From an optimization exercise on the open Yosys and OpenROAD flow, aimed at small area and a short achievable clock period; shortcuts taken in it are not production practice.
Only simulation tests tie the RTL to the original design; equivalence was not proved.
Power is estimated from default activity; no workload was simulated.

Design conv_calc_5ks, start of the top module:
module conv_calc_5ks(
    valid_in, clk, rst,
    out_data_0, out_data_1, out_data_2, out_data_3, out_data_4, out_data_5, out_data_6, out_data_7, out_data_8, out_data_9, out_data_10, out_data_11, out_data_12, out_data_13, out_data_14, out_data_15, out_data_16, out_data_17, out_data_18, out_data_19, out_data_20, out_data_21, out_data_22, out_data_23, out_data_24,
    out_weight_0, out_weight_1, out_weight_2, out_weight_3, out_weight_4, out_weight_5, out_weight_6, out_weight_7, out_weight_8, out_weight_9, out_weight_10, out_weight_11, out_weight_12, out_weight_13, out_weight_14, out_weight_15, out_weight_16, out_weight_17, out_weight_18, out_weight_19, out_weight_20, out_weight_21, out_weight_22, out_weight_23, out_weight_24, out_weight_25, out_weight_26, out_weight_27, out_weight_28, out_weight_29, out_weight_30, out_weight_31, out_weight_32, out_weight_33, out_weight_34, out_weight_35, out_weight_36, out_weight_37, out_weight_38, out_weight_39, out_weight_40, out_weight_41, out_weight_42, out_weight_43, out_weight_44, out_weight_45, out_weight_46, out_weight_47, out_weight_48, out_weight_49, out_weight_50, out_weight_51, out_weight_52, out_weight_53, out_weight_54, out_weight_55, out_weight_56, out_weight_57, out_weight_58, out_weight_59, out_weight_60, out_weight_61, out_weight_62, out_weight_63, out_weight_64, out_weight_65, out_weight_66, out_weight_67, out_weight_68, out_weight_69, out_weight_70, out_weight_71, out_weight_72, out_weight_73, out_weight_74,
    bias_0, bias_1, bias_2,
    conv_out_1, conv_out_2, conv_out_3,
    valid_out
);
input valid_in, clk, rst;
input [7:0] out_data_0, out_data_1, out_data_2, out_data_3, out_data_4, out_data_5, out_data_6, out_data_7, out_data_8, out_data_9, out_data_10, out_data_11, out_data_12, out_data_13, out_data_14, out_data_15, out_data_16, out_data_17, out_data_18, out_data_19, out_data_20, out_data_21, out_data_22, out_data_23, out_data_24;
  ...
Size in the first run: ~220 flip-flops, about 560 I/O pins, roughly 0.064 mm^2 of cells after synthesis.
clock: 14.0 ns
lec_check: 0
cap_margin: 20
core_margin: 2
core_utilization: 40
slew_margin: 20
tns_end_percent: 0
standard.sh (not shown) runs the stock make flow with config.mk's settings and CLKGATE_MAP_FILE= SYNTH_SCRIPT=/design/flow/synth_recipe.tcl, a recipe that flattens the netlist after the stock synthesis.
==> flow/flow/run.sh <==
#!/bin/bash
set -euo pipefail
MARGIN=${MARGIN:-8.0}
bash standard.sh SETUP_SLACK_MARGIN=$MARGIN \
  "BUFFER_PORTS_ARGS=-buffer_cell sky130_fd_sc_hd__buf_2" \
  finish > standard.log 2>&1
Rerun with:
==> flow/run.sh (new file) <==
#!/bin/bash
# synth_recipe.tcl (not shown) runs the flow's synth.tcl, then flattens the netlist and writes it again
# the make line also repeats each setting of config.mk as NAME=value (left out here)
make -C /OpenROAD-flow-scripts/flow DESIGN_CONFIG=/design/flow/config.mk WORK_HOME=/design/flow/orfs CLKGATE_MAP_FILE= SYNTH_SCRIPT=/design/flow/synth_recipe.tcl finish
TNS_END_PERCENT = unset   (was 0)
removed: flow/flow/run.sh
removed: flow/standard.sh
=> The new run passed the timing, design-rule and antenna checks; global-route usage falls by 0.37 points; cell area rises by 4.1%; clock-buffer cell count stays the same; maximum frequency falls by 9.2%; worst setup slack loses 680 ps.

* * *

Starting RTL as in the previous note.
Settings: LEC_CHECK=0, CAP_MARGIN=20, CORE_MARGIN=2, CORE_UTILIZATION=40, SLEW_MARGIN=20, TNS_END_PERCENT=0; clock period 14.0 ns.
==> flow/flow/run.sh <==
#!/bin/bash
set -euo pipefail
MARGIN=${MARGIN:-9.0}
bash standard.sh SETUP_SLACK_MARGIN=$MARGIN \
  "BUFFER_PORTS_ARGS=-buffer_cell sky130_fd_sc_hd__buf_2" \
  finish > standard.log 2>&1
Then changed:
==> flow/flow/run.sh (replaced) <==
#!/bin/bash
set -euo pipefail
MARGIN=${MARGIN:-8.0}
bash standard.sh SETUP_SLACK_MARGIN=$MARGIN \
  "BUFFER_PORTS_ARGS=-buffer_cell sky130_fd_sc_hd__buf_1" \
  finish > standard.log 2>&1
After rerunning:
- The changed run ran to the end with no violations
- worst hold slack is worse by 0.081 ns
- clock power rose by 32%
- maximum frequency fell by 0.45%
- cell area rose by 1.0%
- utilization rose by 0.43 points
- sequential cell count stays the same
- routed wire length stays flat

-- port drivers added, routing unchanged --
Ports are ideal in the flow. The routed layouts listed here were re-timed in OpenROAD. Step 1: set_driving_cell puts a clkbuf_16 on clk and a buf_2 on each other input, an assumption about the parent block. Step 2 also shifts input and output timing later by t, the mid clock arrival at the registers, as if the neighbouring blocks saw the same clock. Slacks: ideal / step 1 / step 2; pairs: ideal / step 1.
run	t (ns)	setup slack, ns	hold WS [ns]	cell pins on the clock port's net
the first run of note 1	0.665	7.215 / 7.151 / 6.595	2.037 / 1.994 / 2.658	1
the second run of note 1	0.689	6.531 / 6.467 / 5.779	2.298 / 2.250 / 2.939	1
the first run of note 2	0.665	7.215 / 7.151 / 6.595	2.037 / 1.994 / 2.658	1
the second run of note 2	0.699	7.184 / 7.118 / 6.457	1.956 / 1.909 / 2.607	1
After both steps every run listed still meets setup and hold. The setup slack of the second run of note 1, which loses most, moves by -0.064 ns with the drivers and by -0.752 ns with both steps.
